Background: an optimization exercise with open tools, aiming at small area. Do not read the settings as production practice. Where RTL was checked, it was by simulation tests only, not by an equivalence proof against the original. Function not checked in runs 1 and 2: the RTL went through the layout flow alone. Power and IR drop assume default switching activity.

--- flow/config.mk ---
export PLATFORM = sky130hd
export DESIGN_NAME = top_parking_system_4slot
export DESIGN_NICKNAME = top_parking_system_4slot
export VERILOG_FILES = /design/flow/design.v
export SDC_FILE = /design/flow/constraint.sdc
export NUM_CORES = 4
export LEC_CHECK = 0
export CAP_MARGIN = 20
export CORE_MARGIN = 2
export CORE_UTILIZATION = 65
export CTS_BUF_LIST = sky130_fd_sc_hd__clkbuf_8
export PLACE_DENSITY = 0.75
export SLEW_MARGIN = 20
--- flow/constraint.sdc ---
create_clock -name core_clock -period 4.0 [get_ports {clk}]
set_input_delay 0.8000 -clock core_clock [delete_from_list [all_inputs] [get_ports {clk}]]
set_output_delay 0.8000 -clock core_clock [all_outputs]
set_load 0.01 [all_outputs]
--- flow/design.v ---
module top_parking_system_4slot(
    input  wire        clk,
    input  wire        rst,
    input  wire        entry_pulse,
    input  wire        exit_pulse_for_system,
    input  wire        payment_received,
    input  wire [1:0]  exit_car_select,
    output wire        entry_gate,
    output wire        exit_gate,
    output wire        full_led,
    output wire        fee_ready,
    output wire [3:0]  occupancy,
    output wire [2:0]  free_count,
    output wire [15:0] e0,
    output wire [15:0] e1,
    output wire [15:0] e2,
    output wire [15:0] e3,
    output wire [31:0] fee
);
reg        st_f, st_x, st_y;
reg [3:0]  occ;
reg        slot_available;
reg [1:0]  exit_slot;
reg [3:0]  ld;                  
reg [3:0]  run;
reg [15:0] t0, t1, t2, t3;
wire idle     = ~st_f & ~st_x & ~st_y;
wire alloc    = ~st_f & ~st_x &  st_y;
wire free     =  st_f & st_y & payment_received;
wire go_alloc = entry_pulse & slot_available;
wire go_exit  = ~go_alloc & exit_pulse_for_system & (|occ);
assign entry_gate = st_x & ~st_y;
assign exit_gate  = st_x &  st_y;
assign fee_ready  = st_f;
assign full_led   = ~slot_available;
assign occupancy  = occ;
assign free_count = 3'd4 - ({2'd0, occ[0]} + {2'd0, occ[1]} + {2'd0, occ[2]} + {2'd0, occ[3]});
wire [3:0] lo_empty = {occ[0] & occ[1] & occ[2] & ~occ[3],
                       occ[0] & occ[1] & ~occ[2],
                       occ[0] & ~occ[1],
                       ~occ[0]};
wire sel_occ = occ[exit_car_select];
wire [1:0] free_idx = sel_occ  ? exit_car_select :
                      occ[0]   ? 2'd0 :
                      occ[1]   ? 2'd1 :
                      occ[2]   ? 2'd2 : 2'd3;
wire [3:0] free_oh = 4'b0001 << free_idx;
wire [1:0] exit_next = free ? free_idx : exit_slot;
always @(posedge clk or posedge rst) begin
    if (rst) begin
        st_f <= 1'b0; st_x <= 1'b0; st_y <= 1'b0;
        occ <= 4'b0;
        slot_available <= 1'b1;
        exit_slot <= 2'd0;
        ld <= 4'b0;
        run <= 4'b0;
    end else begin
        st_f <= (idle & go_exit) | (st_f & ~(st_y & payment_received));
        st_x <= alloc | free;
        st_y <= (idle & go_alloc) | st_f;
        occ <= (occ & ~(free ? free_oh : 4'b0)) | (alloc ? lo_empty : 4'b0);
        exit_slot <= exit_next;
        slot_available <= ~(&occ);
        ld <= {4{payment_received}} & (4'b0001 << exit_next);
        run <= occ;
    end
end
wire [3:0] clr = occ & ~run;
wire [16:0] c0, c1, c2, c3;
assign c0[0] = run[0];
assign c1[0] = run[1];
assign c2[0] = run[2];
assign c3[0] = run[3];
genvar k;
generate for (k = 0; k < 16; k = k + 1) begin : tb
    assign c0[k+1] = c0[k] & t0[k];
    assign c1[k+1] = c1[k] & t1[k];
    assign c2[k+1] = c2[k] & t2[k];
    assign c3[k+1] = c3[k] & t3[k];
    always @(posedge clk or posedge rst) begin
        if (rst) begin
            t0[k] <= 1'b0; t1[k] <= 1'b0; t2[k] <= 1'b0; t3[k] <= 1'b0;
        end else begin
            t0[k] <= ~clr[0] & (t0[k] ^ c0[k]);
            t1[k] <= ~clr[1] & (t1[k] ^ c1[k]);
            t2[k] <= ~clr[2] & (t2[k] ^ c2[k]);
            t3[k] <= ~clr[3] & (t3[k] ^ c3[k]);
        end
    end
end endgenerate
reg [11:0] y_lo;
reg        y_cm;
reg [15:10] t_hi;
wire bill = |ld;
wire [15:0] t_sel = ({16{ld[0]}} & t0) | ({16{ld[1]}} & t1) |
                    ({16{ld[2]}} & t2) | ({16{ld[3]}} & t3);
wire [12:2] cl;
wire [11:2] sl;
assign cl[2] = 1'b0;
generate for (k = 2; k < 10; k = k + 1) begin : lo_add
    assign sl[k]   = t_sel[k] ^ t_sel[k-2] ^ cl[k];
    assign cl[k+1] = (t_sel[k] & t_sel[k-2]) | (cl[k] & (t_sel[k] ^ t_sel[k-2]));
end endgenerate
wire ca0 = t_sel[10] & t_sel[8];      
wire ca1 = t_sel[10] | t_sel[8];      
wire pb  = t_sel[11] ^ t_sel[9];
wire sb0 = pb ^ ca0;
wire sb1 = pb ^ ca1;
wire cb0 = (t_sel[11] & t_sel[9]) | (ca0 & pb);
wire cb1 = (t_sel[11] & t_sel[9]) | (ca1 & pb);
assign sl[10] = t_sel[10] ^ t_sel[8] ^ cl[10];
assign sl[11] = cl[10] ? sb1 : sb0;
assign cl[12]   = cl[10] ? cb1 : cb0;
always @(posedge clk or posedge rst) begin
    if (rst) begin
        y_lo <= 12'd0; y_cm <= 1'b0; t_hi <= 6'd0;
    end else begin
        y_lo <= {sl, t_sel[1:0]} | ({12{~bill}} & y_lo);
        y_cm <= cl[12] | (~bill & y_cm);
        t_hi <= t_sel[15:10] | ({6{~bill}} & t_hi);
    end
end
wire [17:12] ah = {2'b00, t_hi[15:12]};
wire [17:12] bh = t_hi[15:10];
wire [18:12] ch;
wire [17:12] sh;
assign ch[12] = y_cm;
generate for (k = 12; k < 18; k = k + 1) begin : hi_add
    assign sh[k]   = ah[k] ^ bh[k] ^ ch[k];
    assign ch[k+1] = (ah[k] & bh[k]) | (ch[k] & (ah[k] ^ bh[k]));
end endgenerate
wire [18:12] y_hi = {ch[18], sh};
assign e0 = t0;
assign e1 = t1;
assign e2 = t2;
assign e3 = t3;
assign fee = {12'd0, y_hi, y_lo, 1'b0};
endmodule
--- flow/flow/run.sh ---
#!/bin/bash
# Standard layout, with the port buffers made of the smallest buffer cell and
# a clock tree of few large leaf buffers without dummy loads.
set -euo pipefail
export BUFFER_PORTS_ARGS="-buffer_cell sky130_fd_sc_hd__buf_1"
export CTS_ARGS="-sink_clustering_enable -repair_clock_nets -dont_use_dummy_load -buf_list sky130_fd_sc_hd__clkbuf_8"
bash standard.sh > standard.log 2>&1
--- flow/standard.sh ---
#!/bin/bash
# synth_recipe.tcl (not shown) runs the flow's synth.tcl, then flattens the netlist and writes it again
# the make line also repeats each setting of config.mk as NAME=value (left out here)
make -C /OpenROAD-flow-scripts/flow DESIGN_CONFIG=/design/flow/config.mk WORK_HOME=/design/flow/orfs CLKGATE_MAP_FILE= SYNTH_SCRIPT=/design/flow/synth_recipe.tcl "${@:-finish}"
==> results of run 1 <==
[registers in the layout, indices dropped and copies added (netlist names)]
signal	cells
st_f	1
st_y	1
t2	16
y_cm	1
exit_slot	2
slot_available	1
run	4
t0	16
ld	4
t_hi	6
t1	16
occ	4
st_x	1
y_lo	12
t3	16
[area by class of cell]
type,instances,share of cell area [%]
flip-flops and latches,101,43.0
multi-input cells,278,41.5
repair buffers,127,9.96
well taps,102,2.17
clock buffers,9,2.11
inverters,19,1.26
[logic make-up after synthesis]
group,after synthesis,share of synthesized area (%)
AND/OR/NAND/NOR,116,13.0
other,1,0.0734
buffers and inverters,47,5.00
adder cells (fa/ha/maj),81,21.8
multiplexers,2,0.514
XOR/XNOR,5,0.858
AO/OA/AOI/OAI,61,9.31
flip-flops,101,49.5
[power groups by stage]
stage	combinational [uW]	clock, uW	sequential (uW)
after floorplan	831	0	1520
after global placement	1330	0	1470
after detailed placement	1380	0	1490
after CTS	1390	519	1470
after global routing	1580	553	1510
final	1410	512	1480
[Yosys cell counts, types with 2 or more instances]
library cell,instances,area (um^2)
a31oi_1,3,18.8
nand2_1,27,101
nand2b_1,3,18.8
inv_1,18,67.6
nand3_1,5,25.0
buf_6,3,33.8
buf_1,2,7.51
a41oi_1,3,26.3
a22oi_1,32,240
a21oi_1,3,15.0
dfrtp_1,100,2500
nor2_1,5,18.8
and2_1,65,407
fa_1,13,260
clkbuf_1,6,22.5
ha_1,68,851
and3_2,2,15.0
buf_2,3,15.0
xor2_1,4,35.0
buf_4,14,105
a21o_1,12,90.1
[worst paths after layout]
| kind | to | slack, ns | start | cells past startpoint |
|---|---|---|---|---|
| min in group core_clock | y_lo[10] | 0.48 | y_lo[10] | 2 |
| min reg2reg | y_lo[10] | 0.48 | y_lo[10] | 2 |
| max | y_lo[11] | -0.22 | ld[2] | 15 |
| max in group asynchronous | ld[0] | 2.70 | rst | 3 |
| min | t0[13] | 0.46 | rst | 2 |
| max reg2reg | y_lo[11] | -0.22 | ld[2] | 15 |
[critical path, cell delays in order, from the launching register on]
cell     delay [ns]
dfrtp_2        0.45
a22oi_2        0.22
nand2_2        0.11
ha_4           0.17
fa_2           0.37
fa_2           0.37
fa_2           0.35
fa_2           0.35
fa_2           0.34
inv_2          0.07
fa_1           0.16
inv_1          0.05
fa_2           0.36
a21oi_2        0.16
fa_1           0.42
a21o_1         0.16
[what timing repair did]
| action | in CTS | in global routing |
|---|---|---|
| gates resized for setup | 1 | 9 |
| endpoints found under the hold margin | 0 | 0 |
| setup buffers | 2 | 1 |
| pin swaps | 1 | 5 |
| endpoints found under the setup margin | 2 | 3 |
[cells in the final DEF (no fill, tap or decap), types with 3 or more instances in the layout]
cell type / count
clkbuf_8: 9
a41oi_1: 3
nand2b_1: 3
nor2_1: 4
a31oi_1: 3
nand2_2: 3
buf_4: 25
a21o_1: 12
inv_1: 16
dfrtp_1: 98
nand2_1: 24
a22oi_1: 26
buf_1: 100
conb_1: 13
a22oi_2: 6
fa_1: 7
fa_2: 6
nand3_1: 5
ha_1: 67
xor2_1: 4
and2_1: 65
[stage by stage]
step                hold WS (ns)  total power, uW
global placement           0.448             2810
finish                     0.456             3400
global route               0.496             3650
floorplan                  0.430             2350
CTS                        0.474             3380
detailed placement         0.464             2860
[layer usage]
layer	vias up	GRT usage [%]	wire length (um)
met4	0	7.60	101
met5	-	0	0
li1	1635	-	-
met2	104	44.3	5300
met1	1709	37.3	4840
met3	9	4.48	547
==> run summary, run 1 <==
outcome failed layout checks; SO Viols negative setup slack; Via Count between 3000 and 4000; Leak 0.00321 uW; Pre-antenna DRT Iters 4; worst vdd ir 0.000476 V; P_sw 1300 uW; Overall Global Routing Usage ~27%; Seq cells post-synth 101; layout cells sized above 1 13.5%; CTS H-Tree Depth 3; Slew headroom 34.9%; DP HPWL approximately 8.2 mm; element type at the critical path end register; final core occ 76.5%; Skew-Pair Late Insertion Delay 0.36 ns; Clock Sinks 101; Syn Std Cell Area 5110 um^2; die area between 8000 and 9000 um^2; Multi-input gate area 2440 um^2; Initial DRC Count 136; core area 7690 um^2; post-DR wirelength/cell about 17 um; EDFF count, synth 0; CTS tree built; post-placement setup slack -0.261 ns; ys flop type dfrtp_1; nets 624; total CTS buffers 9; Setup Skew 0.0233 ns; PortBufs 100; Via density ~5.4; Layout Cells excl Fill roughly 640; Post-Syn Instances 414; CP arrival 4.47 ns; ys async rst share 100%; cell-internal power 2090 uW; setup TNS -0.364 ns; Inst Count DP 624; Root Buffer clkbuf_8; Final GP Congestion approximately 0.85; hold crit path type input port to asynchronous set/reset pin; final hold viol count 0; RSZ-0062 raised after global routing true; CP max FO 4; die height 92.6 um; WS Path Type register to register; post-synthesis cell type count 44; vias in the first global route between 3000 and 4000; sequential area share after synthesis 49.5%; Max-cap violations 0; fin crit period 4.22 ns; initial antenna violation count 0; Seq pwr share 43.6%; sequential cell area 2530 um^2; Post-Route WL 10.8 mm; Cell Area, Placed 5700 um^2; Die W approximately 93 um; Worst EP required 4.25 ns; Layout area overhead 15.2%; Initial Util 66.4%; Logic pwr share 41.4%; deepest clock path buffer count 2; PD cells 578 nW/um^2; Finish-stage setup viols 2; Antenna Cells 0; Critical Path Source Type register; final period utilization 105%; Final WS setup -0.219 ns; Syn Area/Cell 12.3 um^2; Fmax achieved 0.237 GHz; Design Area, Final 5880 um^2; I/O pins 114; Overflow after GRT 0; first-pass GRT wire length 17.6 mm; clock share of power 15.1%; clk slew on worst S/H paths 0.10 ns; largest net degree at the start of global routing 41; DRC 0; row cnt 32; Worst Max-Slew Pin Slew 0.969 ns; fillers approximately 550; switching power share of the total 38.4%; max-slew violation count 0; Antenna Nets Post-Route 0; synth warn 1; Hold Buf Count CTS 0
==> run 2, diff against run 1 <==
--- a/flow/design.v
+++ b/flow/design.v
@@ -20,8 +20,8 @@
 reg        st_f, st_x, st_y;
 reg [3:0]  occ;
 reg        slot_available;
-reg [1:0]  exit_slot;
-reg [3:0]  ld;                  
+reg [3:0]  exit_oh;             
+reg        bill;
 reg [3:0]  run;
 reg [15:0] t0, t1, t2, t3;
 wire idle     = ~st_f & ~st_x & ~st_y;
@@ -45,23 +45,22 @@
                       occ[1]   ? 2'd1 :
                       occ[2]   ? 2'd2 : 2'd3;
 wire [3:0] free_oh = 4'b0001 << free_idx;
-wire [1:0] exit_next = free ? free_idx : exit_slot;
 always @(posedge clk or posedge rst) begin
     if (rst) begin
         st_f <= 1'b0; st_x <= 1'b0; st_y <= 1'b0;
         occ <= 4'b0;
         slot_available <= 1'b1;
-        exit_slot <= 2'd0;
-        ld <= 4'b0;
+        exit_oh <= 4'b0001;
+        bill <= 1'b0;
         run <= 4'b0;
     end else begin
         st_f <= (idle & go_exit) | (st_f & ~(st_y & payment_received));
         st_x <= alloc | free;
         st_y <= (idle & go_alloc) | st_f;
         occ <= (occ & ~(free ? free_oh : 4'b0)) | (alloc ? lo_empty : 4'b0);
-        exit_slot <= exit_next;
+        if (free) exit_oh <= free_oh;
         slot_available <= ~(&occ);
-        ld <= {4{payment_received}} & (4'b0001 << exit_next);
+        bill <= payment_received;
         run <= occ;
     end
 end
@@ -88,48 +87,38 @@
         end
     end
 end endgenerate
-reg [11:0] y_lo;
+reg [9:0] y_lo;
 reg        y_cm;
-reg [15:10] t_hi;
-wire bill = |ld;
+reg [15:8] t_hi;
+wire [3:0] ld = {4{bill}} & exit_oh;
 wire [15:0] t_sel = ({16{ld[0]}} & t0) | ({16{ld[1]}} & t1) |
                     ({16{ld[2]}} & t2) | ({16{ld[3]}} & t3);
-wire [12:2] cl;
-wire [11:2] sl;
+wire [10:2] cl;
+wire [9:2] sl;
 assign cl[2] = 1'b0;
 generate for (k = 2; k < 10; k = k + 1) begin : lo_add
     assign sl[k]   = t_sel[k] ^ t_sel[k-2] ^ cl[k];
     assign cl[k+1] = (t_sel[k] & t_sel[k-2]) | (cl[k] & (t_sel[k] ^ t_sel[k-2]));
 end endgenerate
-wire ca0 = t_sel[10] & t_sel[8];      
-wire ca1 = t_sel[10] | t_sel[8];      
-wire pb  = t_sel[11] ^ t_sel[9];
-wire sb0 = pb ^ ca0;
-wire sb1 = pb ^ ca1;
-wire cb0 = (t_sel[11] & t_sel[9]) | (ca0 & pb);
-wire cb1 = (t_sel[11] & t_sel[9]) | (ca1 & pb);
-assign sl[10] = t_sel[10] ^ t_sel[8] ^ cl[10];
-assign sl[11] = cl[10] ? sb1 : sb0;
-assign cl[12]   = cl[10] ? cb1 : cb0;
 always @(posedge clk or posedge rst) begin
     if (rst) begin
-        y_lo <= 12'd0; y_cm <= 1'b0; t_hi <= 6'd0;
+        y_lo <= 10'd0; y_cm <= 1'b0; t_hi <= 8'd0;
     end else begin
-        y_lo <= {sl, t_sel[1:0]} | ({12{~bill}} & y_lo);
-        y_cm <= cl[12] | (~bill & y_cm);
-        t_hi <= t_sel[15:10] | ({6{~bill}} & t_hi);
+        y_lo <= {sl, t_sel[1:0]} | ({10{~bill}} & y_lo);
+        y_cm <= cl[10] | (~bill & y_cm);
+        t_hi <= t_sel[15:8] | ({8{~bill}} & t_hi);
     end
 end
-wire [17:12] ah = {2'b00, t_hi[15:12]};
-wire [17:12] bh = t_hi[15:10];
-wire [18:12] ch;
-wire [17:12] sh;
-assign ch[12] = y_cm;
-generate for (k = 12; k < 18; k = k + 1) begin : hi_add
+wire [17:10] ah = {2'b00, t_hi[15:10]};
+wire [17:10] bh = t_hi[15:8];
+wire [18:10] ch;
+wire [17:10] sh;
+assign ch[10] = y_cm;
+generate for (k = 10; k < 18; k = k + 1) begin : hi_add
     assign sh[k]   = ah[k] ^ bh[k] ^ ch[k];
     assign ch[k+1] = (ah[k] & bh[k]) | (ch[k] & (ah[k] ^ bh[k]));
 end endgenerate
-wire [18:12] y_hi = {ch[18], sh};
+wire [18:10] y_hi = {ch[18], sh};
 assign e0 = t0;
 assign e1 = t1;
 assign e2 = t2;
==> flow/flow/run.sh (replaced) <==
#!/bin/bash
# Standard layout, with the port buffers made of the smallest buffer cell and
# a clock tree of few large leaf buffers without dummy loads.
set -euo pipefail
export BUFFER_PORTS_ARGS="-buffer_cell sky130_fd_sc_hd__buf_1"
export CTS_ARGS="-sink_clustering_enable -repair_clock_nets -dont_use_dummy_load -buf_list sky130_fd_sc_hd__clkbuf_16 -sink_clustering_size 30 -sink_clustering_max_diameter 200"
bash standard.sh > standard.log 2>&1
==> run 2 against run 1 <==
Still fails the layout checks on negative setup slack. Non-clock buffer count shrank 11. Clock-buffer cell count unchanged. Critical path depth shrank 4. Synthesized cell count shrank 0.97%. Power is 1.7% lower. Core utilization rose by 0.71 points. Combinational power fell by about 20%. Die area decreased by 1.5%. Critical path type is now register to output pin. Largest cell class unchanged.
==> run summary, run 2 <==
outcome failed layout checks; SO Viols negative setup slack; fillers 554; Design Area, Final 5870 um^2; Overall Global Routing Usage 26.7%; ys flop type dfrtp_1; Post-synth top cells dfrtp_1 (98), ha_1 (66), and2_1 (65); Antenna Cells 0; Final GP Congestion 0.901; P_sw 1200 uW; Seq cells post-synth 100; most frequent cell after synthesis dfrtp_1; Overflow after GRT 0; synth warn 1; commonest non-fill, non-tap cell in the layout dfrtp_1; Final WS setup -0.0984 ns; core area 7610 um^2; Post-Syn Instances 410; post-placement setup slack -0.0611 ns; Worst EP required 3.20 ns; sequential area share after synthesis 49.8%; Antenna Nets Post-Route 0; sequential cell area ~2500 um^2; Slew headroom 41.3%; cell-internal power roughly 2100 uW; CTS tree built; area leader, netlist dfrtp_1; Cell Area, Placed 5550 um^2; Clock Sinks 100; DP HPWL 8.00 mm; Logic pwr share 33.8%; final core occ 77.2%; Finish-stage setup viols 2; PortBufs 100; RSZ-0062 raised after global routing true; clk slew on worst S/H paths 0.06 ns; CP max FO 2; ys async rst share 100%; Root Buffer clkbuf_16; Fmax achieved 0.244 GHz; layout cells sized above 1 approximately an eighth; final hold viol count 0; hold crit path type register to register; CP arrival 3.30 ns; Leak 0.00303 uW; Via Count 3407; PD cells 569 nW/um^2; Post-Route WL 10.6 mm; element type at the critical path end output pin; Initial DRC Count 154; Inst Count DP approximately 610; WS Path Type register to output pin; deepest clock path buffer count 2; Multi-input gate area approximately 2400 um^2; Layout Cells excl Fill 620; post-synthesis cell type count 40; clock share of power 21.6%; die area between 8000 and 9000 um^2; DRC 0; Syn Area/Cell about 12 um^2; nets 607; vias in the first global route 3401; max-slew violation count 0; Layout area overhead 16.8%; Via density 5.50; Setup Skew 0.0138 ns; synth top area cells dfrtp_1 (49%), ha_1 (16%), and2_1 (8.1%); Syn Std Cell Area 5030 um^2; setup TNS -0.105 ns; Initial Util ~66%; EDFF count, synth 0; switching power share of the total a little over a third; FF-to-FF path depth 14; hold depth 1; CTS H-Tree Depth 3; Max-cap violations 0; Worst Max-Slew Pin Slew 0.880 ns; Critical Path Source Type register; fin crit period 4.10 ns; Die W 91.9 um; I/O pins 114; row cnt 32; share of the synthesized area in the top cell type between 40% and 50%; post-DR wirelength/cell 17.0 um; commonest non-fill, non-tap cells in the layout dfrtp_1 (98), buf_1 (97), and2_1 (65); worst vdd ir 0.000436 V; first-pass GRT wire length 17.4 mm; Pre-antenna DRT Iters 4; Skew-Pair Late Insertion Delay approximately 0.33 ns; final period utilization 102%; largest net degree at the start of global routing 75; die height 91.9 um; total CTS buffers 9; Seq pwr share between 40 and 50%; Hold Buf Count CTS 0; initial antenna violation count 0
==> run 2: cell families after synthesis <==
family,Yosys count,synth area share (%)
DFF,100,49.8
and+or+nand+nor,100,11.3
adders and majority gates,80,22.0
AOI/OAI and AO/OA,76,11.0
buffers and inverters,47,4.50
xor gates and xnor gates,4,0.697
muxes,2,0.523
other,1,0.0746
==> run 2: worst max-delay path, cell delays in order (launching register included) <==
cell and delay (ns):
dfrtp_1 0.39, inv_2 0.07, fa_2 0.20, inv_2 0.04, fa_2 0.33, fa_2 0.35, fa_2 0.35, fa_2 0.36
fa_2 0.36, ha_4 0.17, ha_4 0.26, buf_6 0.09
==> run 2: layout make-up <==
cell class | count | share of cell area [%]
Clock buffer | 9 | 3.83
Inverter | 18 | 1.19
Multi-Input combinational cell | 275 | 41.3
Sequential cell | 100 | 42.7
Tap cell | 102 | 2.17
Timing Repair Buffer | 116 | 8.82
==> run 2: final timing paths <==
path | from | end | slack (ns)
max reg2reg | exit_oh[1] | y_lo[9] | 0.09
min in group asynchronous | rst | t2[12] | 0.66
max | y_cm | fee[18] | -0.1
max in group asynchronous | rst | t2[10] | 2.49
min | y_lo[8] | y_lo[8] | 0.48
min reg2reg | y_lo[8] | y_lo[8] | 0.48
==> run 2: through the flow <==
stage | hold slack [ns] | power (uW)
global route | 0.501 | 3580
finish | 0.477 | 3340
global placement | 0.460 | 2530
floorplan | 0.450 | 2180
detailed placement | 0.470 | 2600
CTS | 0.483 | 3360
==> run 2: timing repair <==
action                                  in CTS  in global routing
endpoints found under the setup margin       6                  5
gates resized for setup                     23                  5
pin swaps                                   10                  6
setup buffers                                1                  2
==> run 2: per-layer routing <==
layer | global-route usage [%] | routed length, um | up-vias
met5 | 0 | 0 | -
met4 | 7.34 | 122 | 0
met3 | 5.67 | 600 | 12
met2 | 40.0 | 4920 | 95
met1 | 40.0 | 4930 | 1680
li1 | - | - | 1620
==> run 2: power by group through the flow <==
stage	sequential (uW)	combinational, uW	clock, uW
after floorplan	1500	684	0
after global placement	1490	1050	0
after detailed placement	1500	1100	0
after CTS	1490	1130	736
after global routing	1520	1280	774
final	1490	1130	722
==> run 3, diff against run 2 <==
==> flow/design.v (replaced) <==
module top_parking_system_4slot(
    input  wire        clk,
    input  wire        rst,
    input  wire        entry_pulse,
    input  wire        exit_pulse_for_system,
    input  wire        payment_received,
    input  wire [1:0]  exit_car_select,
    output wire        entry_gate,
    output wire        exit_gate,
    output wire        full_led,
    output wire        fee_ready,
    output wire [3:0]  occupancy,
    output wire [2:0]  free_count,
    output wire [15:0] e0,
    output wire [15:0] e1,
    output wire [15:0] e2,
    output wire [15:0] e3,
    output wire [31:0] fee
);
reg        st_f, st_x, st_y;
reg [3:0]  occ;
reg        slot_available;
reg [1:0]  exit_slot;
reg        bill;
reg [3:0]  run;
reg [15:0] t0, t1, t2, t3;
reg [15:0] fee_t;             
wire idle     = ~st_f & ~st_x & ~st_y;
wire alloc    = ~st_f & ~st_x &  st_y;
wire free     =  st_f & st_y & payment_received;
wire go_alloc = entry_pulse & slot_available;
wire go_exit  = ~go_alloc & exit_pulse_for_system & (|occ);
assign entry_gate = st_x & ~st_y;
assign exit_gate  = st_x &  st_y;
assign fee_ready  = st_f;
assign full_led   = ~slot_available;
assign occupancy  = occ;
assign free_count = 3'd4 - ({2'd0, occ[0]} + {2'd0, occ[1]} + {2'd0, occ[2]} + {2'd0, occ[3]});
wire [3:0] lo_empty = {occ[0] & occ[1] & occ[2] & ~occ[3],
                       occ[0] & occ[1] & ~occ[2],
                       occ[0] & ~occ[1],
                       ~occ[0]};
wire sel_occ = occ[exit_car_select];
wire [1:0] free_idx = sel_occ  ? exit_car_select :
                      occ[0]   ? 2'd0 :
                      occ[1]   ? 2'd1 :
                      occ[2]   ? 2'd2 : 2'd3;
wire [3:0] free_oh = 4'b0001 << free_idx;
always @(posedge clk or posedge rst) begin
    if (rst) begin
        st_f <= 1'b0; st_x <= 1'b0; st_y <= 1'b0;
        occ <= 4'b0;
        slot_available <= 1'b1;
        exit_slot <= 2'd0;
        bill <= 1'b0;
        run <= 4'b0;
    end else begin
        st_f <= (idle & go_exit) | (st_f & ~(st_y & payment_received));
        st_x <= alloc | free;
        st_y <= (idle & go_alloc) | st_f;
        occ <= (occ & ~(free ? free_oh : 4'b0)) | (alloc ? lo_empty : 4'b0);
        if (free) exit_slot <= free_idx;
        slot_available <= ~(&occ);
        bill <= payment_received;
        run <= occ;
    end
end
always @(posedge clk or posedge rst) begin
    if (rst) begin
        t0 <= 16'd0; t1 <= 16'd0; t2 <= 16'd0; t3 <= 16'd0;
    end else begin
        if (occ[0] & ~run[0]) t0 <= 16'd0; else if (run[0]) t0 <= t0 + 16'd1;
        if (occ[1] & ~run[1]) t1 <= 16'd0; else if (run[1]) t1 <= t1 + 16'd1;
        if (occ[2] & ~run[2]) t2 <= 16'd0; else if (run[2]) t2 <= t2 + 16'd1;
        if (occ[3] & ~run[3]) t3 <= 16'd0; else if (run[3]) t3 <= t3 + 16'd1;
    end
end
reg [15:0] t_sel;
always @(*) begin
    case (exit_slot)
        2'd0: t_sel = t0;
        2'd1: t_sel = t1;
        2'd2: t_sel = t2;
        default: t_sel = t3;
    endcase
end
always @(posedge clk or posedge rst) begin
    if (rst) fee_t <= 16'd0;
    else if (bill) fee_t <= t_sel;
end
assign e0 = t0;
assign e1 = t1;
assign e2 = t2;
assign e3 = t3;
assign fee = {12'd0, fee_t, 3'd0} + {14'd0, fee_t, 1'b0};
endmodule
==> flow/run.sh (new file) <==
#!/bin/bash
# synth_recipe.tcl (not shown) runs the flow's synth.tcl, then flattens the netlist and writes it again
# the make line also repeats each setting of config.mk as NAME=value (left out here)
make -C /OpenROAD-flow-scripts/flow DESIGN_CONFIG=/design/flow/config.mk WORK_HOME=/design/flow/orfs CLKGATE_MAP_FILE= SYNTH_SCRIPT=/design/flow/synth_recipe.tcl finish
--- a/flow/config.mk
+++ b/flow/config.mk
@@ -7,7 +7,6 @@
 export LEC_CHECK = 0
 export CAP_MARGIN = 20
 export CORE_MARGIN = 2
-export CORE_UTILIZATION = 65
-export CTS_BUF_LIST = sky130_fd_sc_hd__clkbuf_8
-export PLACE_DENSITY = 0.75
+export CORE_UTILIZATION = 40
+export PLACE_DENSITY = 0.6
 export SLEW_MARGIN = 20
removed: flow/flow/run.sh
removed: flow/standard.sh
==> run 3 against run 2 <==
The run now finishes clean. Sequential share of layout area is 8.8 points lower. Area after synthesis rose by 12%. Synthesized cell count grew 34%. Wire length rose by 33%. Global-route usage is 7.1 points lower. Highest routed layer unchanged.
==> run summary, run 3 <==
commonest non-fill, non-tap cells in the layout clkdlybuf4s50_1 (99), dfrtp_1 (94), nand2_1 (59); setup TNS 0 ns; Initial Util 40.7%; RSZ-0062 raised after global routing false; share of the synthesized area in the top cell type 41.8%; WS Path Type register to output pin; Finish-stage setup viols 0; hold crit path type register to register; deepest clock path buffer count 2; Pre-antenna DRT Iters 4; Clock Sinks 95; post-DR wirelength/cell approximately 17 um; Post-Syn Instances about 550; final hold viol count 0; crit path from fee_t[0]; commonest non-fill, non-tap cell in the layout clkdlybuf4s50_1; row cnt 43; Overall Global Routing Usage between 10% and 20%; Final GP Congestion 0.880; DRC 0; initial antenna violation count 0; fin crit period 3.71 ns; Antenna Nets Post-Route 0; final period utilization approximately 93%; Post-Route WL 14.0 mm; hold depth 1; Worst EP required 3.20 ns; Worst Max-Slew Pin Slew 0.946 ns; first-pass GRT wire length 23.1 mm; die height 123 um; Critical Path Source Type register; Syn Std Cell Area 5620 um^2; Root Buffer clkbuf_16; vias in the first global route roughly 4500; Layout area overhead 25.1%; post-placement setup slack approximately 0.49 ns; worst vdd ir 0.000332 V; ys async rst share between 90% and 100%; outcome timing/DRC/antenna clean; Setup Skew just under 0.01 ns; area leader, netlist dfrtp_1; Via density 5.56; I/O pins 114; CP arrival about 2.9 ns; Fmax achieved 0.270 GHz; DP HPWL between 10 and 15 mm; Post-synth top cells dfrtp_1 (94), nand2_1 (59), nand3_1 (44); largest net degree at the start of global routing 50; Leak 0.00292 uW; FF-to-FF path depth 2; layout cells sized above 1 11.2%; worst hold start t2[15]; max-slew violation count 0; Final WS setup roughly 0.29 ns; Initial DRC Count 219; Via Count around 4600; Antenna Cells 0; Overflow after GRT 0; Layout Cells excl Fill 825; die area ~15000 um^2; total CTS buffers 9; clk slew on worst S/H paths 0.06 ns; Inst Count DP 809; PortBufs 100; nets 670; Skew-Pair Late Insertion Delay between 0.3 and 0.4 ns; most frequent cell after synthesis dfrtp_1; synth top area cells dfrtp_1 (42%), mux4_2 (6.4%), ha_1 (4.7%); ys flop type dfrtp_1; Syn Area/Cell just over 10 um^2; element type at the critical path end output pin; PD cells 573 nW/um^2; CTS H-Tree Depth 3; Die W 123 um; Max-cap violations 0; CP max FO 3; EDFF count, synth 0; Seq cells post-synth between 90 and 100; Reg-to-Reg Start exit_slot[1]; core area 13800 um^2; sequential area share after synthesis 42.3%; synth warn 1; post-synthesis cell type count 57; Slew headroom 36.9%; hold slack around 0.53 ns; CTS tree built
==> run 3: cell count changes after synthesis, moves of 10 or more <==
cell,previous run,this run
ha_1,66,21
mux4_2,0,16
nand3_1,2,44
nand2_1,6,59
o31ai_1,3,16
a22oi_1,24,0
fa_1,14,2
o211ai_1,0,16
nand4_1,1,11
mux2i_1,0,21
and2_1,65,1
mux2_2,1,19
o21ai_0,4,31
==> run 3: power by group <==
group          internal (uW)  switching [uW]  leakage [uW]  total, uW
clock                    563             349      0.000157        912
combinational            859             640       0.00152       1500
sequential              1160             455       0.00124       1620
==> run 3: kinds of logic (layout without fill, tap and decap cells) <==
logic type | after synthesis | after routing | share of synthesized area (%)
buffers and inverters | 57 | 141 | 5.21
AO/OA/AOI/OAI | 117 | 117 | 14.0
multiplexers | 56 | 56 | 14.0
AND/OR/NAND/NOR | 188 | 188 | 17.2
other | 1 | 13 | 0.0667
flip-flops | 95 | 95 | 42.3
adder cells (fa/ha/maj) | 23 | 23 | 5.39
XOR/XNOR | 12 | 12 | 1.87
==> run 3: path summary, 6_finish.rpt <==
kind / end / slack (ns)
setup / recovery: fee[17] / 0.29
hold / removal: t2[15] / 0.53
setup reg to reg: fee_t[12] / 2.00
hold reg to reg: t2[15] / 0.53
max in group asynchronous: slot_available / 2.30
min in group asynchronous: t0[2] / 0.94
==> run 3: critical path: stages, from the launching register on <==
cell and delay, ns:
dfrtp_1 0.41, ha_1 0.25, fa_1 0.44, a211oi_2 0.31, nor3_2 0.11, nor2_1 0.21, o31ai_2 0.13, xor2_1 0.16
clkdlybuf4s50_1 0.55
==> run 3: repair_timing <==
item / 4_1_cts / 5_1_grt
setup buffers: 0 / 0
hold buffers: 0 / 0
gates resized for setup: 0 / 1
endpoints found under the setup margin: 0 / 1
==> run 3: cell type report <==
cell class / count / area (um^2)
well taps: 180 / 225
clock buffers: 12 / 246
flip-flops and latches: 95 / 2380
fillers: 1222 / 6790
repair buffers: 102 / 1030
multi-input cells: 409 / 3000
clock inverters: 4 / 70.1
inverters: 23 / 87.6
==> run 3: routing by layer <==
metal	wire length, um	global-route usage [%]
met4	212	6.39
met1	6350	26.8
met5	0	0
met2	6800	32.2
met3	662	2.83
==> run 3: through the flow <==
stage / utilization (%) / total power, uW / instance area, um^2
after CTS: 50.9 / 4060 / 7030
after global routing: 50.9 / 4280 / 7030
after global placement: 48.6 / 3090 / 6720
after detailed placement: 48.6 / 3140 / 6720
final: 50.9 / 4030 / 7030
after floorplan: - / 2450 / 5670

afterwards: timing with drivers on the ports:
How much do the figures lean on ideal ports? The routed layouts below were timed once more, with nothing changed but the port constraints.
Step 1: set_driving_cell puts a clkbuf_16 on clk and a buf_2 on each other input, an assumption about the parent block.
Step 2 times the ports against the registers' clock, not the clock port: input delays grow and output delays shrink by t, the midpoint of the rising clock arrivals with the driver on.
Three values: no drivers, after step 1, after step 2; two values: the first two.
run | t, ns | setup WS [ns] | worst setup path at the end
run 1 | 0.383 | -0.219 / -0.219 / -0.219 | register to register
run 2 | 0.367 | -0.098 / -0.138 / 0.087 | register to register
run 3 | 0.375 | 0.291 / 0.253 / 0.628 | register to output
